Background: an optimization exercise with open tools, aiming at small area, a short achievable clock period and few clock cycles. Do not read the settings as production practice. Function was checked by simulation only, so behaviour that the tests miss may differ from the original. Power figures rest on the tool's default switching activity, not on a simulated workload.

[flow/config.mk]
export PLATFORM = sky130hd
export DESIGN_NAME = JAM
export DESIGN_NICKNAME = JAM
export VERILOG_FILES = /design/flow/design.v
export SDC_FILE = /design/flow/constraint.sdc
export NUM_CORES = 4
export LEC_CHECK = 0
export CAP_MARGIN = 20
export CORE_MARGIN = 2
export CORE_UTILIZATION = 40
export SLEW_MARGIN = 20
[flow/constraint.sdc]
create_clock -name core_clock -period 6.0 [get_ports {CLK}]
set_input_delay 1.2000 -clock core_clock [delete_from_list [all_inputs] [get_ports {CLK}]]
set_output_delay 1.2000 -clock core_clock [all_outputs]
set_load 0.01 [all_outputs]
[flow/design.v]
module JAM (
input CLK,
input RST,
output reg [2:0] W,
output reg [2:0] J,
input [6:0] Cost,
output reg [3:0] MatchCount,
output reg [9:0] MinCost,
output reg Valid );
localparam [2:0] PH_HUNG = 3'd0, PH_AUG = 3'd1, PH_TIGHT = 3'd2, PH_RYS = 3'd3, PH_DONE = 3'd4;
localparam [3:0] ROOT = 4'b1000;
integer k;
reg [2:0] ph;
reg       s0v, s0k, s0first, s0last, s0trr, s0lazy, s0zero, s0t, s0rf, s0rl;
reg [7:0] rem;
reg [2:0] i;             
reg [3:0] j0;            
reg [7:0] used, usedprev;
reg [6:0] Dprev;
reg [8:0] K;
reg [7:0] bestD;         
reg [2:0] bj, bp;
reg       bpv;
reg [7:0] tmask;
reg [2:0] ja;
reg [7:0] M   [0:7];     
reg [6:0] w   [0:7];     
reg [3:0] way [0:7];
reg [2:0] p   [0:7];
reg [7:0] pv;
reg       s1v, s1k, s1first, s1last, s1trr, s1lazy, s1zero, s1t, s1rf, s1rl;
reg [2:0] s1c, s1r;
reg       s2v, s2k, s2first, s2last, s2trr, s2t, s2rf, s2rl;
reg [2:0] s2c, s2r;
reg [6:0] cost_q, wq;
reg [7:0] Mq1;
reg       s3v, s3k, s3first, s3last, s3trr, s3t, s3rf, s3rl;
reg [2:0] s3c, s3r;
reg [7:0] yq, Mq2;
reg [2:0] pq;
reg       pvq;
reg [6:0] rs;
reg [3:0] r [0:7];
reg       rlast;
reg       pvld, plast, ppar;
reg [3:0] prd;
wire [6:0] rx = rs + 7'd1;
reg  [2:0] rb;
always @(*) begin
    rb = 3'd6;
    for (k = 5; k >= 0; k = k - 1) if (rx[k]) rb = k;
end
wire [2:0] rg   = rb + 3'd1;
wire [7:0] rxs  = {1'b0, rx};
wire       radd = ~rxs[rb + 3'd1];
wire [2:0] mra = (ph == PH_RYS) ? rg : s1c;
wire [7:0] mr  = M[mra];
wire [6:0] wr  = w[s1c];
wire [7:0] wlz = {1'b0, wr} + {1'b0, Dprev} - mr;
wire [6:0] wl  = s1zero ? 7'd0 : (s1lazy & usedprev[s1c]) ? wlz[6:0] : wr;
wire [7:0] sum8  = {1'b0, cost_q} + {1'b0, wq};
wire [8:0] yfull = {1'b0, sum8} + K;
wire [7:0] ysat  = (yfull[8] | yfull[7]) ? 8'h80 : {1'b0, yfull[6:0]};
wire [8:0] knew  = {1'b0, bestD} - {1'b0, sum8};
wire       upd  = s3first | (yq < Mq2);
wire [7:0] Mn   = upd ? yq : Mq2;
wire       take = s3trr | (Mn < bestD);
wire [7:0] nD   = take ? Mn  : bestD;
wire [2:0] nj   = take ? s3c : bj;
wire [2:0] np   = take ? pq  : bp;
wire       npv  = take ? pvq : bpv;
wire       hscan = s3v & ~s3k & ~s3t;
wire [7:0] c3bit = 8'd1 << s3c;
wire       tlt   = s3rf | (yq < bestD);
wire       teq   = (yq == bestD);
wire [7:0] nmask = tlt ? c3bit : teq ? (tmask | c3bit) : tmask;
wire [7:0] rlow  = rem & (~rem + 8'd1);
reg  [2:0] rlowi;
always @(*) begin
    rlowi = 3'd0;
    for (k = 7; k >= 0; k = k - 1) if (rlow[k]) rlowi = k;
end
wire [7:0] remn = rem & ~rlow;
wire [3:0] jw = way[ja];
reg [3:0] pa, pb;
always @(*) begin
    pa = r[0];
    pb = r[0] + {3'd0, M[0][0]};
    for (k = 1; k < 8; k = k + 1) begin
        pa = pa * r[k];
        pb = pb * (r[k] + {3'd0, M[0][k]});
    end
end
always @(posedge CLK) begin
    cost_q <= Cost;
    wq     <= wl;
    Mq1    <= mr;
    if (s1v & (s1zero | s1lazy)) w[s1c] <= wl;
    yq  <= ysat;
    Mq2 <= Mq1;
    pq  <= p[s2c];
    pvq <= pv[s2c];
    if (hscan) begin
        if (upd) begin
            M[s3c]   <= yq;
            way[s3c] <= j0;
        end
        bestD <= nD;
        bj    <= nj;
        bp    <= np;
        bpv   <= npv;
    end
    if (s3v & s3t) begin
        bestD <= tlt ? yq : bestD;
        tmask <= nmask;
        if (s3rl)
            for (k = 0; k < 8; k = k + 1) M[k][s3r] <= nmask[k];
    end
    if (ph == PH_AUG)
        p[ja] <= jw[3] ? i : p[jw[2:0]];
    if (ph == PH_TIGHT & s3v & s3rl & (s3r == 3'd7)) begin
        for (k = 0; k < 8; k = k + 1) r[k] <= 4'd0;
    end else if (ph == PH_RYS & ~rlast) begin
        for (k = 0; k < 8; k = k + 1)
            if (mr[k]) r[k] <= radd ? r[k] + 4'd1 : r[k] - 4'd1;
    end
    prd  <= pa - pb;
    ppar <= rs[0];
end
always @(posedge CLK or posedge RST) begin
    if (RST) begin
        ph <= PH_HUNG;
        W <= 3'd0; J <= 3'd0;
        s0v <= 1'b1; s0k <= 1'b0; s0first <= 1'b1; s0last <= 1'b0; s0trr <= 1'b1;
        s0lazy <= 1'b0; s0zero <= 1'b1; s0t <= 1'b0; s0rf <= 1'b0; s0rl <= 1'b0;
        rem <= 8'hFE;
        i <= 3'd0; j0 <= ROOT;
        used <= 8'd0; usedprev <= 8'd0; Dprev <= 7'd0;
        pv <= 8'd0; ja <= 3'd0;
        s1v <= 1'b0; s2v <= 1'b0; s3v <= 1'b0;
        s1k <= 1'b0; s1first <= 1'b0; s1last <= 1'b0; s1trr <= 1'b0; s1lazy <= 1'b0;
        s1zero <= 1'b0; s1t <= 1'b0; s1rf <= 1'b0; s1rl <= 1'b0; s1c <= 3'd0; s1r <= 3'd0;
        s2k <= 1'b0; s2first <= 1'b0; s2last <= 1'b0; s2trr <= 1'b0; s2t <= 1'b0;
        s2rf <= 1'b0; s2rl <= 1'b0; s2c <= 3'd0; s2r <= 3'd0;
        s3k <= 1'b0; s3first <= 1'b0; s3last <= 1'b0; s3trr <= 1'b0; s3t <= 1'b0;
        s3rf <= 1'b0; s3rl <= 1'b0; s3c <= 3'd0; s3r <= 3'd0;
        rs <= 7'd0; rlast <= 1'b0; pvld <= 1'b0; plast <= 1'b0;
        MinCost <= 10'd0; MatchCount <= 4'd0; Valid <= 1'b0;
        K <= 9'd0;
    end else begin
        s1v <= s0v; s1k <= s0k; s1first <= s0first; s1last <= s0last; s1trr <= s0trr;
        s1lazy <= s0lazy; s1zero <= s0zero; s1t <= s0t; s1rf <= s0rf; s1rl <= s0rl;
        s1c <= J; s1r <= W;
        s2v <= s1v; s2k <= s1k; s2first <= s1first; s2last <= s1last; s2trr <= s1trr;
        s2t <= s1t; s2rf <= s1rf; s2rl <= s1rl; s2c <= s1c; s2r <= s1r;
        s3v <= s2v; s3k <= s2k; s3first <= s2first; s3last <= s2last; s3trr <= s2trr;
        s3t <= s2t; s3rf <= s2rf; s3rl <= s2rl; s3c <= s2c; s3r <= s2r;
        if (s2v & s2k) K <= knew;
        if (s0v) begin
            if (s0t) begin
                if ((W == 3'd7) & (J == 3'd7)) begin
                    s0v <= 1'b0;
                end else begin
                    J <= J + 3'd1;
                    if (J == 3'd7) W <= W + 3'd1;
                    s0rf <= (J == 3'd7);
                    s0rl <= (J == 3'd6);
                    s0lazy <= s0lazy & (J != 3'd7);
                end
            end else if (rem == 8'd0) begin
                s0v <= 1'b0;
            end else begin
                J <= rlowi;
                rem <= remn;
                s0k <= 1'b0;
                s0trr <= s0k;
                s0last <= (remn == 8'd0);
            end
        end
        case (ph)
        PH_HUNG: begin
            if (hscan & s3last) begin
                if (npv) begin
                    used <= used | (8'd1 << nj);
                    j0 <= {1'b0, nj};
                    W <= np; J <= nj;
                    rem <= ~used & ~(8'd1 << nj);
                    s0v <= 1'b1; s0k <= 1'b1; s0first <= 1'b0; s0last <= 1'b0; s0trr <= 1'b0;
                    s0lazy <= 1'b0; s0zero <= 1'b0;
                end else begin
                    MinCost <= MinCost + {2'd0, nD};
                    ja <= nj;
                    ph <= PH_AUG;
                end
            end
        end
        PH_AUG: begin
            pv[ja] <= 1'b1;
            if (jw[3]) begin
                usedprev <= used; Dprev <= bestD[6:0]; used <= 8'd0;
                K <= 9'd0;
                j0 <= ROOT;
                W <= (i == 3'd7) ? 3'd0 : i + 3'd1;
                J <= 3'd0;
                s0v <= 1'b1; s0k <= 1'b0; s0first <= 1'b1; s0last <= 1'b0; s0trr <= 1'b1;
                s0lazy <= 1'b1; s0zero <= 1'b0;
                rem <= 8'hFE;
                if (i == 3'd7) begin
                    ph <= PH_TIGHT;
                    s0t <= 1'b1; s0rf <= 1'b1; s0rl <= 1'b0; s0first <= 1'b0; s0trr <= 1'b0;
                end else begin
                    ph <= PH_HUNG;
                    i <= i + 3'd1;
                end
            end else begin
                ja <= jw[2:0];
            end
        end
        PH_TIGHT: begin
            if (s3v & s3rl & (s3r == 3'd7)) begin
                ph <= PH_RYS;
                rs <= 7'd0;
                rlast <= 1'b0;
                pvld <= 1'b0;
                MatchCount <= 4'd0;
            end
        end
        PH_RYS: begin
            pvld  <= ~rlast;
            plast <= ~rlast & (rs == 7'd127);
            if (rs == 7'd127) rlast <= 1'b1;
            else rs <= rx;
            if (pvld) MatchCount <= MatchCount + (ppar ? (4'd0 - prd) : prd);
            if (plast) begin
                ph <= PH_DONE;
                Valid <= 1'b1;
            end
        end
        default: ;
        endcase
    end
end
endmodule
[flow/run.sh]
#!/bin/bash
# synth_recipe.tcl (not shown) runs the flow's synth.tcl, then flattens the netlist and writes it again
# the make line also repeats each setting of config.mk as NAME=value (left out here)
make -C /OpenROAD-flow-scripts/flow DESIGN_CONFIG=/design/flow/config.mk WORK_HOME=/design/flow/orfs CLKGATE_MAP_FILE= SYNTH_SCRIPT=/design/flow/synth_recipe.tcl finish
==> impl_metrics.yaml, run 1 <==
die:
  initial_core_util: 0.406
  core-area_sq_um: 56500
  die_area_sq_um: 59200
  die_w_um: 243
  die_height_um: 243
  rows: 87
  ios: 30
sta:
  finalWorstSetupSlack_ns: -2.13
  final_max_slew_viol_count: 0
  setup_tns_ns: -3.31
  setup_violations: 2
  finalCriticalPeriod_ns: 8.13
  min_period_over_period: 1.36
  fin_skew_ns: 0.0244
  maxSlewHeadroom: 0.203
  fmaxAchievable_mhz: 123
  worst_slew_pin_slew_ns: 1.20
  rsz0062_at_grt: "true"
  hold_violations: 0
  holdWs_ns: 0.328
power:
  p_per_area_nw_per_um2: 226
  peakVddDrop_v: 0.000240
  pwr-share-comb: 0.036
  p_clk_frac: 0.456
  p_seq_frac: 0.508
  p_leak_uw: 0.0114
  p_total_uw: 5990
  p_sw_frac: 0.216
  power.net_switching_uw: 1290
  p_int_uw: 4690
layout:
  fin_cells: 3015
  fin_nets: 2418
  fillers: 5120
  final_layout_size_suffix_gt1_frac: 0.142
  syn2layout_area_growth_pct: 15.5
  multiInputGateArea_sq_um: 11300
  finalInstanceArea_sq_um: 26500
  final_common_cell: "nand2_1"
  final_cell_mix: "nand2_1, edfxtp_1, nor2_1"
  seq_area_sq_um: 11200
status:
  status: "failed layout checks"
  violations: "negative setup slack"
worst_setup_path:
  path_max_fanout: 2
  critical_path_required_ns: 6.46
  cpMaxStageDelayCell: "fa_1"
  critical-path-max-stage-delay_ns: 0.54
  cpMostUsedCell: "ha_4"
  arrival_ns: 8.59
  start_kind: "flip-flop"
  worstSetupEndpointType: "flip-flop"
  crit_type: "flip-flop to flip-flop"
route:
  drcViolationCount: 0
  antenna_left: 0
  drt_iter0_markers: 1068
  num_vias: 16000
  wl_um: 55000
  vias_per_cell: 5.30
  drt_first_pass_iters: 6
  wl_per_cell_um: 18.2
global_route:
  grt_max_degree: 111
  antenna_found_initial: 1
  grt_pass1_wl_um: 88400
  grt_usage: 0.188
  grt_pass1_vias: 16100
  gr-total-overflow: 0
synthesis:
  synth_cell_types: 71
  synth_area_sq_um: 22900
  syn_inst: 2118
  syn-num-nets: 2314
  syn_avg_cell_area_sq_um: 10.8
  synth-seq-cells: 424
  yosysSeqAreaShare: 0.490
  async_flop_share: 0.344
  synth_flop_cell: "edfxtp_1"
  yosys_warnings: 2
  synth_edf_count: 199
min_path:
  hold_class: "flip-flop to flip-flop"
clock_network:
  cts_tree: "done"
  htree_levels: 2
  cts-root-buf: "clkbuf_16"
  cts_max_path_buffers: 3
  insertion_delay_ns: 0.58
  cts_buffers: 45
  cts_sinks: 424
  clk_pin_slew_ns: 0.06
placement:
  globalplace.congestion: 0.866
  hpwl_um: 39700
  placed_cells: 2927
  dpl_cell_area_sq_um: 24700
  portBuffers: 29
run:
  maxCapViolCount: 0
## per-layer routing
layer,track usage,part of all wire,up-vias
li1,-,-,7703
met1,0.264,0.47,7823
met2,0.301,0.46,377
met3,0.0290,0.049,78
met4,0.0529,0.022,0
met5,0,0,-
## final cells by class
cell class                 instances  area share
timing repair buffer             132      0.0417
sequential                       424       0.425
inverter                         105      0.0152
multi-input combinational       1514       0.428
clock buffer                      65      0.0500
clock inverter                    18     0.00473
antenna                            1   0.0000946
tap                              756      0.0358
## cells in the mapped netlist, types with 43 or more instances
| master | instances | share of area |
|---|---|---|
| a21oi_1 | 154 | 0.034 |
| and2_1 | 64 | 0.017 |
| clkbuf_1 | 66 | 0.011 |
| dfrtp_1 | 134 | 0.15 |
| dfxtp_1 | 79 | 0.069 |
| edfxtp_1 | 199 | 0.26 |
| ha_1 | 164 | 0.090 |
| inv_1 | 105 | 0.017 |
| mux2_2 | 52 | 0.026 |
| mux2i_1 | 43 | 0.019 |
| nand2_1 | 231 | 0.038 |
| nand3_1 | 49 | 0.011 |
| nor2_1 | 191 | 0.031 |
| o21ai_0 | 69 | 0.015 |
| xnor2_1 | 100 | 0.038 |
| xor2_1 | 53 | 0.020 |
## critical path, delay by kind of cell (launching register included)
family                     cells  cell delay, ns
adders and majority gates     20            5.37
xor gates and xnor gates       8            1.15
and+or+nand+nor                7            0.91
DFF                            1            0.45
buffers and inverters          4            0.17
## flip-flops by register name (all words and copies together), names as in the netlist, 8 cells and up
signal    cells
way          32
yq            8
MinCost      10
usedprev      8
K             9
p            24
w            56
pv            8
Mq2           8
rem           8
tmask         8
used          8
r            32
Mq1           8
M            64
bestD         8
## worst paths after layout
kind                            slack [ns]                 endpoint  depth (start not counted)              start
worst min register to register        0.33           Mq2[6]$_DFF_P_                          0     Mq1[6]$_DFF_P_
min in group asynchronous             1.18  usedprev[7]$_DFFE_PP0P_                          2                RST
worst max register to register       -2.13           prd[3]$_DFF_P_                         39  M[0][1]$_DFFE_PP_
max in group asynchronous             3.83        j0[3]$_DFFE_PP1P_                          3                RST
worst max-delay path                 -2.13           prd[3]$_DFF_P_                         39  M[0][1]$_DFFE_PP_
worst min-delay path                  0.33           Mq2[6]$_DFF_P_                          0     Mq1[6]$_DFF_P_
## power groups by stage
stage | logic [uW] | registers [uW] | clock network [uW]
global placement | 205 | 3100 | 0
global route | 242 | 3040 | 2900
floorplan | 147 | 3100 | 0
CTS | 213 | 3040 | 2780
detailed placement | 211 | 3100 | 0
finish | 214 | 3040 | 2730
## cells by family after synthesis
logic type / after synthesis / share of synthesized area
mux: 123 / 0.0719
compound gates: 389 / 0.104
buf+inv: 180 / 0.0296
xor+xnor: 158 / 0.0635
flops: 424 / 0.490
simple gates: 656 / 0.131
fa+ha+maj: 188 / 0.110
## what timing repair did
item	in CTS	in global routing
hold buffers	0	0
gates resized for setup	28	9
setup endpoints to repair	10	15
pin swaps	27	14
buffers inserted	0	2
## stage by stage
step,utilization,setup WS (ns)
global placement,0.437,-2.72
floorplan,-,-2.41
CTS,0.467,-2.25
global route,0.468,-2.39
detailed placement,0.437,-2.91
finish,0.468,-2.13
Testbench counts, summed over its fixed seeds: cycles 4,894.
==> run 2, diff against run 1 <==
--- a/flow/design.v
+++ b/flow/design.v
@@ -39,20 +39,74 @@
 reg [7:0] yq, Mq2;
 reg [2:0] pq;
 reg       pvq;
-reg [6:0] rs;
+reg [6:0] rc;
 reg [3:0] r [0:7];
 reg       rlast;
 reg       pvld, plast, ppar;
-reg [3:0] prd;
-wire [6:0] rx = rs + 7'd1;
+reg [3:0] P00, P01, P10, P11;
 reg  [2:0] rb;
 always @(*) begin
     rb = 3'd6;
-    for (k = 5; k >= 0; k = k - 1) if (rx[k]) rb = k;
-end
-wire [2:0] rg   = rb + 3'd1;
-wire [7:0] rxs  = {1'b0, rx};
-wire       radd = ~rxs[rb + 3'd1];
+    for (k = 5; k >= 0; k = k - 1) if (rc[k]) rb = k;
+end
+wire [2:0] rg   = rb + 3'd2;
+wire       radd = ~rc[rb + 3'd1];
+function [5:0] lg;
+    input [3:0] v;
+    case (v)
+        4'd1:    lg = 6'b0_00_0_00;
+        4'd2:    lg = 6'b0_01_0_00;
+        4'd3:    lg = 6'b0_00_1_11;
+        4'd4:    lg = 6'b0_10_0_00;
+        4'd5:    lg = 6'b0_00_0_01;
+        4'd6:    lg = 6'b0_01_1_11;
+        4'd7:    lg = 6'b0_00_1_10;
+        4'd8:    lg = 6'b0_11_0_00;
+        4'd9:    lg = 6'b0_00_0_10;
+        4'd10:   lg = 6'b0_01_0_01;
+        default: lg = 6'b1_00_0_00;
+    endcase
+endfunction
+function [3:0] prod8;
+    input [31:0] f;
+    reg [5:0] l;
+    reg       z, sg;
+    reg [4:0] e;
+    reg [1:0] kk;
+    reg [3:0] od;
+    integer   n;
+    begin
+        z = 1'b0; sg = 1'b0; e = 5'd0; kk = 2'd0;
+        for (n = 0; n < 8; n = n + 1) begin
+            l  = lg(f[4*n +: 4]);
+            z  = z | l[5];
+            e  = e + {3'd0, l[4:3]};
+            sg = sg ^ l[2];
+            kk = kk + l[1:0];
+        end
+        case ({sg, kk})
+            3'b000: od = 4'd1;
+            3'b001: od = 4'd5;
+            3'b010: od = 4'd9;
+            3'b011: od = 4'd13;
+            3'b100: od = 4'd15;
+            3'b101: od = 4'd11;
+            3'b110: od = 4'd7;
+            default: od = 4'd3;
+        endcase
+        prod8 = (z | (e > 5'd3)) ? 4'd0 : (od << e[1:0]);
+    end
+endfunction
+reg [31:0] f00, f01, f10, f11;
+always @(*) begin
+    for (k = 0; k < 8; k = k + 1) begin
+        f00[4*k +: 4] = r[k];
+        f01[4*k +: 4] = r[k] + {3'd0, M[0][k]};
+        f10[4*k +: 4] = r[k] + {3'd0, M[1][k]};
+        f11[4*k +: 4] = r[k] + {3'd0, M[0][k]} + {3'd0, M[1][k]};
+    end
+end
+wire [3:0] d4 = P00 - P01 - P10 + P11;
 wire [2:0] mra = (ph == PH_RYS) ? rg : s1c;
 wire [7:0] mr  = M[mra];
 wire [6:0] wr  = w[s1c];
@@ -82,16 +136,14 @@
 end
 wire [7:0] remn = rem & ~rlow;
 wire [3:0] jw = way[ja];
-reg [3:0] pa, pb;
-always @(*) begin
-    pa = r[0];
-    pb = r[0] + {3'd0, M[0][0]};
-    for (k = 1; k < 8; k = k + 1) begin
-        pa = pa * r[k];
-        pb = pb * (r[k] + {3'd0, M[0][k]});
-    end
-end
 always @(posedge CLK) begin
+    s1k <= s0k; s1first <= s0first; s1last <= s0last; s1trr <= s0trr;
+    s1lazy <= s0lazy; s1zero <= s0zero; s1t <= s0t; s1rf <= s0rf; s1rl <= s0rl;
+    s1c <= J; s1r <= W;
+    s2k <= s1k; s2first <= s1first; s2last <= s1last; s2trr <= s1trr;
+    s2t <= s1t; s2rf <= s1rf; s2rl <= s1rl; s2c <= s1c; s2r <= s1r;
+    s3k <= s2k; s3first <= s2first; s3last <= s2last; s3trr <= s2trr;
+    s3t <= s2t; s3rf <= s2rf; s3rl <= s2rl; s3c <= s2c; s3r <= s2r;
     cost_q <= Cost;
     wq     <= wl;
     Mq1    <= mr;
@@ -124,8 +176,11 @@
         for (k = 0; k < 8; k = k + 1)
             if (mr[k]) r[k] <= radd ? r[k] + 4'd1 : r[k] - 4'd1;
     end
-    prd  <= pa - pb;
-    ppar <= rs[0];
+    P00  <= prod8(f00);
+    P01  <= prod8(f01);
+    P10  <= prod8(f10);
+    P11  <= prod8(f11);
+    ppar <= ~rc[0];
 end
 always @(posedge CLK or posedge RST) begin
     if (RST) begin
@@ -138,23 +193,11 @@
         used <= 8'd0; usedprev <= 8'd0; Dprev <= 7'd0;
         pv <= 8'd0; ja <= 3'd0;
         s1v <= 1'b0; s2v <= 1'b0; s3v <= 1'b0;
-        s1k <= 1'b0; s1first <= 1'b0; s1last <= 1'b0; s1trr <= 1'b0; s1lazy <= 1'b0;
-        s1zero <= 1'b0; s1t <= 1'b0; s1rf <= 1'b0; s1rl <= 1'b0; s1c <= 3'd0; s1r <= 3'd0;
-        s2k <= 1'b0; s2first <= 1'b0; s2last <= 1'b0; s2trr <= 1'b0; s2t <= 1'b0;
-        s2rf <= 1'b0; s2rl <= 1'b0; s2c <= 3'd0; s2r <= 3'd0;
-        s3k <= 1'b0; s3first <= 1'b0; s3last <= 1'b0; s3trr <= 1'b0; s3t <= 1'b0;
-        s3rf <= 1'b0; s3rl <= 1'b0; s3c <= 3'd0; s3r <= 3'd0;
-        rs <= 7'd0; rlast <= 1'b0; pvld <= 1'b0; plast <= 1'b0;
+        rc <= 7'd1; rlast <= 1'b0; pvld <= 1'b0; plast <= 1'b0;
         MinCost <= 10'd0; MatchCount <= 4'd0; Valid <= 1'b0;
         K <= 9'd0;
     end else begin
-        s1v <= s0v; s1k <= s0k; s1first <= s0first; s1last <= s0last; s1trr <= s0trr;
-        s1lazy <= s0lazy; s1zero <= s0zero; s1t <= s0t; s1rf <= s0rf; s1rl <= s0rl;
-        s1c <= J; s1r <= W;
-        s2v <= s1v; s2k <= s1k; s2first <= s1first; s2last <= s1last; s2trr <= s1trr;
-        s2t <= s1t; s2rf <= s1rf; s2rl <= s1rl; s2c <= s1c; s2r <= s1r;
-        s3v <= s2v; s3k <= s2k; s3first <= s2first; s3last <= s2last; s3trr <= s2trr;
-        s3t <= s2t; s3rf <= s2rf; s3rl <= s2rl; s3c <= s2c; s3r <= s2r;
+        s1v <= s0v; s2v <= s1v; s3v <= s2v;
         if (s2v & s2k) K <= knew;
         if (s0v) begin
             if (s0t) begin
@@ -219,7 +262,7 @@
         PH_TIGHT: begin
             if (s3v & s3rl & (s3r == 3'd7)) begin
                 ph <= PH_RYS;
-                rs <= 7'd0;
+                rc <= 7'd1;
                 rlast <= 1'b0;
                 pvld <= 1'b0;
                 MatchCount <= 4'd0;
@@ -227,10 +270,10 @@
         end
         PH_RYS: begin
             pvld  <= ~rlast;
-            plast <= ~rlast & (rs == 7'd127);
-            if (rs == 7'd127) rlast <= 1'b1;
-            else rs <= rx;
-            if (pvld) MatchCount <= MatchCount + (ppar ? (4'd0 - prd) : prd);
+            plast <= ~rlast & rc[6];
+            if (rc[6]) rlast <= 1'b1;
+            else rc <= rc + 7'd1;
+            if (pvld) MatchCount <= MatchCount + (ppar ? (4'd0 - d4) : d4);
             if (plast) begin
                 ph <= PH_DONE;
                 Valid <= 1'b1;
==> run 2 against run 1 <==
Against the previous run: the run now finishes clean; power rose by 19%; highest routed layer unchanged; design area rose by 41%; routed wire length rose by 54%; critical endpoint is now P11[1]$_SDFF_PP0_; sequential share of layout area decreased by 9.7 points; global-route usage increased by 1.6 points.
==> impl_metrics.yaml, run 2 <==
global_route:
  grt_util_met1: 0.279
  grt_pass1_vias: 23100
  grt_max_degree: 48
  use_met2: 0.340
  grt_use_met3: 0.0215
  grt_usage: 0.204
  grt_pass1_wl_um: 131000
  top_usage_layer: "met2"
  gr-total-overflow: 0
  antenna_found_initial: 1
clock_network:
  cts_sinks: 484
  clk_pin_slew_ns: 0.06
  htree_levels: 2
  cts_buffers: 53
  cts_tree: "done"
  cts_max_path_buffers: 3
  cts-root-buf: "clkbuf_16"
  insertion_delay_ns: 0.64
  holdBufCountCts: 0
sta:
  min_period_over_period: 0.989
  maxSlewHeadroom: 0.190
  rsz0062_at_grt: "true"
  fmaxAchievable_mhz: 169
  final_max_slew_viol_count: 0
  setup_tns_ns: 0
  finalCriticalPeriod_ns: 5.93
  hold_violations: 0
  holdWs_ns: 0.322
  worst_slew_pin_slew_ns: 1.22
  fin_skew_ns: 0.0431
  setup_violations: 0
synthesis:
  synth_top_cell_area_share: 0.188
  synth_flop_cell: "edfxtp_1"
  syn-num-nets: 3569
  synth_edf_count: 199
  yosys_warnings: 2
  synth_area_sq_um: 31900
  yosysMostFrequentCell: "ha_1"
  yosysSeqAreaShare: 0.384
  synth_cell_types: 105
  synth-seq-cells: 484
  syn_inst: 3178
  syn_avg_cell_area_sq_um: 10.0
  synth_largest_area_cell: "edfxtp_1"
  synth.top_cells.by_count: "ha_1, nand2_1, inv_1"
  synth_area_leaders: "edfxtp_1, ha_1, dfxtp_1"
  async_flop_share: 0.217
power:
  p_clk_frac: 0.489
  peakVddDrop_v: 0.000269
  power.net_switching_uw: 1590
  pwr-share-comb: 0.028
  p_leak_uw: 0.0158
  p_int_uw: 5510
  p_seq_frac: 0.483
  p_per_area_nw_per_um2: 190
  p_total_uw: 7110
  p_sw_frac: 0.224
layout:
  largestRegisters: "M: 64 flops, w: 56 flops"
  antennaDiodeCount: 0
  largest_reg_flops: 64
  final_layout_size_suffix_gt1_frac: 0.178
  regMostFlops: "M"
  fillers: 7395
  finalInstanceArea_sq_um: 37400
  final_cell_mix: "nand2_1, inv_1, ha_1"
  fin_cells: 4491
  fin_nets: 3787
  final_common_cell: "nand2_1"
  syn2layout_area_growth_pct: 17.3
worst_setup_path:
  crit_type: "flip-flop to flip-flop"
  path_max_fanout: 6
  critical-path-max-stage-delay_ns: 0.57
  cp_cell_sequence: "ha_4, ha_4, xor2_4, nand3_2, xor2_4, and2_1, o21a_1, fa_1, fa_1, fa_1, inv_2, fa_1, inv_1, ha_2, inv_2, fa_2, a2111oi_4, a21oi_2, nor4b_2, nand4_1, or4_4, nand2b_4, nor2_2"
  worstSetupEndpointType: "flip-flop"
  cpMostUsedCell: "fa_1"
  cpMaxStageDelayCell: "fa_1"
  start_kind: "flip-flop"
  critical_path_required_ns: 6.56
  arrival_ns: 6.49
run:
  maxCapViolCount: 0
die:
  ios: 30
  die_area_sq_um: 81900
  rows: 103
  initial_core_util: 0.404
  core-area_sq_um: 78900
  die_w_um: 286
  die_height_um: 286
route:
  wl_um: 84400
  antenna_left: 0
  drcViolationCount: 0
  drt_first_pass_iters: 6
  wl_per_cell_um: 18.8
  vias_per_cell: 5.27
  drt_iter0_markers: 1357
  num_vias: 23700
min_path:
  hold_class: "flip-flop to flip-flop"
status:
  status: "timing/DRC/antenna clean"
placement:
  portBuffers: 29
  placed_cells: 4359
  dpl_cell_area_sq_um: 34500
  globalplace.congestion: 0.899
  hpwl_um: 64100
==> run 2: changes by cell type in the layout (fill, tap and decap cells not counted), moves of 44 or more <==
cell	before	now
inv_1	100	270
buf_4	98	219
ha_1	144	262
dfxtp_1	77	178
a21oi_1	153	220
nand2_1	229	292
fa_1	23	80
nor2_1	188	244
mux2i_1	43	92
and2_1	58	14
==> run 2: stage by stage <==
stage                     worst slack, ns   util
final                              0.0685  0.474
after global routing               -0.185  0.474
after CTS                         0.00898  0.465
after detailed placement           -0.198  0.438
after global placement             -0.108  0.438
after floorplan                    0.0335      -
==> run 2: routing by layer <==
| metal | wire length (um) | share of wire | vias up |
|---|---|---|---|
| met5 | 0 | 0 | - |
| met4 | 2370 | 0.028 | 0 |
| met3 | 3480 | 0.041 | 116 |
| met2 | 39700 | 0.47 | 532 |
| met1 | 38800 | 0.46 | 11400 |
| li1 | - | - | 11600 |
==> run 2: cells by family after synthesis <==
group	Yosys count	share of synthesized area
adder cells (fa/ha/maj)	383	0.170
flip-flops	484	0.384
buffers and inverters	383	0.0534
AND/OR/NAND/NOR	843	0.122
XOR/XNOR	219	0.0675
multiplexers	150	0.0552
AO/OA/AOI/OAI	716	0.148
==> run 2: critical path, delay by kind of cell, from the launching register on <==
kind	cells	cell delay (ns)
fa+ha+maj	8	2.96
simple gates	7	1.41
compound gates	3	0.51
flops	1	0.47
xor+xnor	2	0.37
buf+inv	3	0.16
==> run 2: area by class of cell <==
| type | instances | area, sq um | area share |
|---|---|---|---|
| Clock buffer | 69 | 1540 | 0.0411 |
| Clock inverter | 31 | 344 | 0.00921 |
| Inverter | 285 | 1070 | 0.0287 |
| Multi-Input combinational cell | 2311 | 18800 | 0.502 |
| Sequential cell | 484 | 12200 | 0.327 |
| Tap cell | 1050 | 1310 | 0.0352 |
| Timing Repair Buffer | 261 | 2100 | 0.0563 |
==> run 2: worst paths after layout <==
check	startpoint	endpoint	slack [ns]	depth (start not counted)
max reg2reg	M[0][3]$_DFFE_PP_	P11[1]$_SDFF_PP0_	0.07	23
min in group asynchronous	RST	MatchCount[3]$_DFFE_PP0P_	1.05	2
min	s1r[0]$_DFF_P_	s2r[0]$_DFF_P_	0.32	0
max in group asynchronous	RST	rem[2]$_DFF_PP1_	3.94	3
min reg2reg	s1r[0]$_DFF_P_	s2r[0]$_DFF_P_	0.32	0
max	M[0][3]$_DFFE_PP_	P11[1]$_SDFF_PP0_	0.07	23
==> run 2: power groups by stage <==
stage                     Clock, uW  Combinational (uW)  Sequential, uW
after floorplan                   0                 140            3500
after global placement            0                 193            3500
after detailed placement          0                 197            3500
after CTS                      3540                 198            3430
after global routing           3670                 224            3430
final                          3470                 198            3430
==> run 2: timing repair <==
action                                  in CTS  in global routing
endpoints found under the setup margin      11                 13
gates resized for setup                     38                 94
setup buffers                                9                 24
hold endpoints to repair                     0                  0
pin swaps                                   14                 38
gates cloned                                 0                  0
Testbench counts of run 2, summed over its fixed seeds: cycles 4,126.
==> run 3, diff against run 2 <==
--- a/flow/design.v
+++ b/flow/design.v
@@ -7,7 +7,7 @@
 output reg [3:0] MatchCount,
 output reg [9:0] MinCost,
 output reg Valid );
-localparam [2:0] PH_HUNG = 3'd0, PH_AUG = 3'd1, PH_TIGHT = 3'd2, PH_RYS = 3'd3, PH_DONE = 3'd4;
+localparam [2:0] PH_HUNG = 3'd0, PH_AUG = 3'd1, PH_TIGHT = 3'd2, PH_RES = 3'd5, PH_RYS = 3'd3, PH_DONE = 3'd4;
 localparam [3:0] ROOT = 4'b1000;
 integer k;
 reg [2:0] ph;
@@ -39,76 +39,43 @@
 reg [7:0] yq, Mq2;
 reg [2:0] pq;
 reg       pvq;
-reg [6:0] rc;
+reg [7:0] Rm, Cm, xq, tq, Sq;
+reg       spar, sgnk;
 reg [3:0] r [0:7];
 reg       rlast;
 reg       pvld, plast, ppar;
-reg [3:0] P00, P01, P10, P11;
-reg  [2:0] rb;
+reg [3:0] P;
+reg  [7:0] rowb [0:7];
+reg  [7:0] F, Fcols;
 always @(*) begin
-    rb = 3'd6;
-    for (k = 5; k >= 0; k = k - 1) if (rc[k]) rb = k;
-end
-wire [2:0] rg   = rb + 3'd2;
-wire       radd = ~rc[rb + 3'd1];
-function [5:0] lg;
-    input [3:0] v;
-    case (v)
-        4'd1:    lg = 6'b0_00_0_00;
-        4'd2:    lg = 6'b0_01_0_00;
-        4'd3:    lg = 6'b0_00_1_11;
-        4'd4:    lg = 6'b0_10_0_00;
-        4'd5:    lg = 6'b0_00_0_01;
-        4'd6:    lg = 6'b0_01_1_11;
-        4'd7:    lg = 6'b0_00_1_10;
-        4'd8:    lg = 6'b0_11_0_00;
-        4'd9:    lg = 6'b0_00_0_10;
-        4'd10:   lg = 6'b0_01_0_01;
-        default: lg = 6'b1_00_0_00;
-    endcase
-endfunction
-function [3:0] prod8;
-    input [31:0] f;
-    reg [5:0] l;
-    reg       z, sg;
-    reg [4:0] e;
-    reg [1:0] kk;
-    reg [3:0] od;
-    integer   n;
-    begin
-        z = 1'b0; sg = 1'b0; e = 5'd0; kk = 2'd0;
-        for (n = 0; n < 8; n = n + 1) begin
-            l  = lg(f[4*n +: 4]);
-            z  = z | l[5];
-            e  = e + {3'd0, l[4:3]};
-            sg = sg ^ l[2];
-            kk = kk + l[1:0];
-        end
-        case ({sg, kk})
-            3'b000: od = 4'd1;
-            3'b001: od = 4'd5;
-            3'b010: od = 4'd9;
-            3'b011: od = 4'd13;
-            3'b100: od = 4'd15;
-            3'b101: od = 4'd11;
-            3'b110: od = 4'd7;
-            default: od = 4'd3;
-        endcase
-        prod8 = (z | (e > 5'd3)) ? 4'd0 : (od << e[1:0]);
-    end
-endfunction
-reg [31:0] f00, f01, f10, f11;
+    F = 8'd0; Fcols = 8'd0;
+    for (k = 0; k < 8; k = k + 1) begin
+        rowb[k] = {M[7][k], M[6][k], M[5][k], M[4][k], M[3][k], M[2][k], M[1][k], M[0][k]} & Cm;
+        if (Rm[k] & (rowb[k] != 8'd0) & ((rowb[k] & (rowb[k] - 8'd1)) == 8'd0)) begin
+            F[k] = 1'b1;
+            Fcols = Fcols | rowb[k];
+        end
+    end
+end
+wire [7:0] xn   = ((xq | ~Cm) + 8'd1) & Cm;
+wire [7:0] tn   = xn & (~xn + 8'd1);
+wire [7:0] x1   = Cm & (~Cm + 8'd1);
+reg  [7:0] tcol;
 always @(*) begin
-    for (k = 0; k < 8; k = k + 1) begin
-        f00[4*k +: 4] = r[k];
-        f01[4*k +: 4] = r[k] + {3'd0, M[0][k]};
-        f10[4*k +: 4] = r[k] + {3'd0, M[1][k]};
-        f11[4*k +: 4] = r[k] + {3'd0, M[0][k]} + {3'd0, M[1][k]};
-    end
-end
-wire [3:0] d4 = P00 - P01 - P10 + P11;
-wire [2:0] mra = (ph == PH_RYS) ? rg : s1c;
-wire [7:0] mr  = M[mra];
+    tcol = 8'd0;
+    for (k = 0; k < 8; k = k + 1) if (tq[k]) tcol = tcol | M[k];
+end
+wire       radd = ~|(Sq & tq);
+reg [3:0] fac [0:7];
+always @(*) for (k = 0; k < 8; k = k + 1) fac[k] = Rm[k] ? r[k] : 4'd1;
+wire [3:0] pr01 = fac[0] * fac[1];
+wire [3:0] pr23 = fac[2] * fac[3];
+wire [3:0] pr45 = fac[4] * fac[5];
+wire [3:0] pr67 = fac[6] * fac[7];
+wire [3:0] pr03 = pr01 * pr23;
+wire [3:0] pr47 = pr45 * pr67;
+wire [3:0] prod = pr03 * pr47;
+wire [7:0] mr  = M[s1c];
 wire [6:0] wr  = w[s1c];
 wire [7:0] wlz = {1'b0, wr} + {1'b0, Dprev} - mr;
 wire [6:0] wl  = s1zero ? 7'd0 : (s1lazy & usedprev[s1c]) ? wlz[6:0] : wr;
@@ -171,16 +138,27 @@
     if (ph == PH_AUG)
         p[ja] <= jw[3] ? i : p[jw[2:0]];
     if (ph == PH_TIGHT & s3v & s3rl & (s3r == 3'd7)) begin
+        Rm <= 8'hFF;
+        Cm <= 8'hFF;
+    end else if (ph == PH_RES) begin
+        Rm <= Rm & ~F;
+        Cm <= Cm & ~Fcols;
         for (k = 0; k < 8; k = k + 1) r[k] <= 4'd0;
+        xq   <= x1;
+        tq   <= x1;
+        Sq   <= 8'd0;
+        spar <= 1'b0;
+        sgnk <= ^Cm;
     end else if (ph == PH_RYS & ~rlast) begin
         for (k = 0; k < 8; k = k + 1)
-            if (mr[k]) r[k] <= radd ? r[k] + 4'd1 : r[k] - 4'd1;
-    end
-    P00  <= prod8(f00);
-    P01  <= prod8(f01);
-    P10  <= prod8(f10);
-    P11  <= prod8(f11);
-    ppar <= ~rc[0];
+            if (tcol[k]) r[k] <= radd ? r[k] + 4'd1 : r[k] - 4'd1;
+        xq   <= xn;
+        tq   <= tn;
+        Sq   <= Sq ^ tq;
+        spar <= ~spar;
+    end
+    P    <= prod;
+    ppar <= spar ^ sgnk;
 end
 always @(posedge CLK or posedge RST) begin
     if (RST) begin
@@ -193,7 +171,7 @@
         used <= 8'd0; usedprev <= 8'd0; Dprev <= 7'd0;
         pv <= 8'd0; ja <= 3'd0;
         s1v <= 1'b0; s2v <= 1'b0; s3v <= 1'b0;
-        rc <= 7'd1; rlast <= 1'b0; pvld <= 1'b0; plast <= 1'b0;
+        rlast <= 1'b0; pvld <= 1'b0; plast <= 1'b0;
         MinCost <= 10'd0; MatchCount <= 4'd0; Valid <= 1'b0;
         K <= 9'd0;
     end else begin
@@ -261,8 +239,12 @@
         end
         PH_TIGHT: begin
             if (s3v & s3rl & (s3r == 3'd7)) begin
+                ph <= PH_RES;
+            end
+        end
+        PH_RES: begin
+            if (F == 8'd0) begin
                 ph <= PH_RYS;
-                rc <= 7'd1;
                 rlast <= 1'b0;
                 pvld <= 1'b0;
                 MatchCount <= 4'd0;
@@ -270,10 +252,9 @@
         end
         PH_RYS: begin
             pvld  <= ~rlast;
-            plast <= ~rlast & rc[6];
-            if (rc[6]) rlast <= 1'b1;
-            else rc <= rc + 7'd1;
-            if (pvld) MatchCount <= MatchCount + (ppar ? (4'd0 - d4) : d4);
+            plast <= ~rlast & (xq == 8'd0);
+            if (xq == 8'd0) rlast <= 1'b1;
+            if (pvld) MatchCount <= MatchCount + (ppar ? (4'd0 - P) : P);
             if (plast) begin
                 ph <= PH_DONE;
                 Valid <= 1'b1;
==> run 3 against run 2 <==
Against the previous run: still clean on timing, DRC and antenna; combinational power increased by 8%; sequential power decreased by 3%; global-route usage increased by 1.9 points; clock power decreased by 11%; non-clock buffer count decreased by 176; worst hold slack got worse by 0.0011 ns; synthesized cell count decreased by 27%; final cell count decreased by 29%; sequential share of layout area increased by 12 points; first-iteration DRC count increased by 20%; via count decreased by 21%; clock skew decreased by 0.018 ns.
==> impl_metrics.yaml, run 3 <==
power:
  power.net_switching_uw: 1470
  p_seq_frac: 0.501
  p_leak_uw: 0.0110
  p_int_uw: 5150
  peakVddDrop_v: 0.000279
  p_sw_frac: 0.223
  p_clk_frac: 0.467
  p_per_area_nw_per_um2: 240
  p_total_uw: 6620
  pwr-share-comb: 0.032
sta:
  setup_violations: 0
  rsz0062_at_grt: "false"
  finalCriticalPeriod_ns: 5.50
  fmaxAchievable_mhz: 182
  setup_tns_ns: 0
  min_period_over_period: 0.916
  hold_violations: 0
  final_max_slew_viol_count: 0
  maxSlewHeadroom: 0.157
  fin_skew_ns: 0.0254
  worst_slew_pin_slew_ns: 1.26
route:
  wl_um: 70700
  num_vias: 18800
  antenna_left: 0
  drt_first_pass_iters: 7
  wl_per_cell_um: 22.2
  drcViolationCount: 0
  drt_iter0_markers: 1623
  vias_per_cell: 5.91
synthesis:
  yosysMostFrequentCell: "nand2_1"
  synth_area_leaders: "edfxtp_1, dfrtp_1, dfxtp_1"
  synth_flop_cell: "edfxtp_1"
  syn_avg_cell_area_sq_um: 10.6
  synth_edf_count: 256
  async_flop_share: 0.214
  yosys_warnings: 4
  synth_largest_area_cell: "edfxtp_1"
  synth-seq-cells: 458
  synth.top_cells.by_count: "nand2_1, edfxtp_1, a21oi_1"
  syn_inst: 2316
  synth_cell_types: 83
  syn-num-nets: 2476
  synth_area_sq_um: 24500
  yosysSeqAreaShare: 0.500
  synth_top_cell_area_share: 0.314
clock_network:
  insertion_delay_ns: 0.62
  clk_pin_slew_ns: 0.06
  cts_buffers: 50
  cts_setup_buffers: 0
  cts.repair.resized: 0
  cts_sinks: 458
  cts-root-buf: "clkbuf_16"
  cts_max_path_buffers: 3
  holdBufCountCts: 0
  cts_tree: "done"
  htree_levels: 2
layout:
  final_common_cell: "nand2_1"
  largestRegisters: "M: 64 flops, w: 56 flops"
  regMostFlops: "M"
  largest_reg_flops: 64
  fin_nets: 2517
  final_layout_size_suffix_gt1_frac: 0.0896
  antennaDiodeCount: 0
  final_cell_mix: "nand2_1, edfxtp_1, a21oi_1"
  syn2layout_area_growth_pct: 12.6
die:
  core-area_sq_um: 60500
  die_area_sq_um: 63200
  die_w_um: 251
  rows: 90
  ios: 30
  die_height_um: 251
  initial_core_util: 0.405
status:
  status: "timing/DRC/antenna clean"
worst_setup_path:
  start_kind: "flip-flop"
  crit_type: "flip-flop to flip-flop"
  path_max_fanout: 10
  arrival_ns: 5.99
  worstSetupEndpointType: "flip-flop"
  critical_path_required_ns: 6.49
global_route:
  antenna_found_initial: 0
  grt_pass1_vias: 18800
  grt_max_degree: 54
  gr-total-overflow: 0
  grt_usage: 0.223
  grt_pass1_wl_um: 110000
run:
  maxCapViolCount: 0
placement:
  portBuffers: 29
  hpwl_um: 50000
  globalplace.congestion: 0.945
min_path:
  hold_class: "flip-flop to flip-flop"
## run 3: logic make-up after synthesis
group / share of synthesized area
simple gates: 0.138
compound gates: 0.164
flops: 0.500
buf+inv: 0.0332
fa+ha+maj: 0.0850
xor+xnor: 0.0410
mux: 0.0380
## run 3: metal layers
layer,share of wire,GRT usage,up-vias,wire length (um)
li1,-,-,8677,-
met5,0,0,-,0
met1,0.43,0.296,9156,30400
met2,0.46,0.363,754,32800
met3,0.064,0.0313,205,4510
met4,0.042,0.0990,0,2980
## run 3: layout make-up
cell class | count | area, sq um
clock buffers | 68 | 1410
clock inverters | 26 | 238
fillers | 5575 | 32900
inverters | 117 | 442
multi-input cells | 1645 | 11500
flip-flops and latches | 458 | 12200
well taps | 782 | 978
repair buffers | 85 | 718
## run 3: path summary, 6_finish.rpt
kind / from / to / slack, ns / depth (start not counted)
setup reg to reg: Mq2[4]$_DFF_P_ / MinCost[8]$_DFFE_PP0P_ / 0.50 / 27
hold reg to reg: s2t$_DFF_P_ / s3t$_DFF_P_ / 0.32 / 0
setup / recovery: Mq2[4]$_DFF_P_ / MinCost[8]$_DFFE_PP0P_ / 0.50 / 27
hold / removal: s2t$_DFF_P_ / s3t$_DFF_P_ / 0.32 / 0
min in group asynchronous: RST / K[6]$_DFF_PP0_ / 1.07 / 2
max in group asynchronous: RST / MatchCount[3]$_DFFE_PP0P_ / 3.77 / 3
## run 3: power by group through the flow
stage          clock (uW)  sequential, uW  combinational, uW
2_1_floorplan           0            3380                147
3_3_place_gp            0            3380                204
3_5_place_dp            0            3380                208
4_1_cts              3140            3310                210
5_1_grt              3260            3310                240
6_report             3090            3320                214
## run 3: through the flow
step,setup slack [ns],hold slack (ns),utilization,cells,instance area [sq um]
after floorplan,0.321,0.310,-,2316,24500
after global placement,0.217,0.314,0.427,3085,25800
after detailed placement,0.118,0.312,0.427,3086,25800
after CTS,0.0928,0.326,0.455,3180,27500
after global routing,0.0546,0.332,0.456,3181,27600
final,0.503,0.321,0.456,3181,27600
## run 3: critical path: stages, from the launching register on
cell and delay (ns):
dfxtp_1 0.41, inv_1 0.07, ha_1 0.29, a21o_1 0.18
a21oi_1 0.19, o21ai_1 0.09, a21o_1 0.21, a21oi_2 0.20
nor2_2 0.13, mux2_1 0.34, ha_1 0.30, a21o_1 0.18
a21o_1 0.16, a21oi_1 0.29, nor2_2 0.10, buf_4 0.19
a2111oi_0 0.54, a221oi_2 0.13, ha_1 0.30, inv_1 0.10
nor2_1 0.06, nor2_1 0.15, o21bai_1 0.09, a21oi_1 0.23
nor2b_1 0.07, o21ai_0 0.14, a21oi_1 0.10, xnor2_1 0.17
Testbench counts of run 3, summed over its fixed seeds: cycles 3,717.

==> what the ideal ports hide <==
Ports are ideal in the flow. The routed layouts listed here were re-timed in OpenROAD.
Step 1, drivers: a clkbuf_16 drives CLK and a buf_2 each remaining input, both assumed.
Step 2 adds t to the input delays and takes it off the output delays; t is the mean of the earliest and latest rising clock arrival at the registers after step 1. Input paths then give back, and output paths get back, about the clock's delay inside the block.
a / b / c = ideal / step 1 / step 2; a / b = the first two.
run	shift t [ns]	setup slack, ns	hold WS [ns]	worst data-port slew with drivers (ns)
run 1	0.627	-2.134 / -2.134 / -2.134	0.328 / 0.328 / 0.328	0.04
run 2	0.679	0.068 / 0.068 / 0.068	0.322 / 0.322 / 0.322	0.04
run 3	0.663	0.503 / 0.503 / 0.503	0.321 / 0.321 / 0.321	0.05
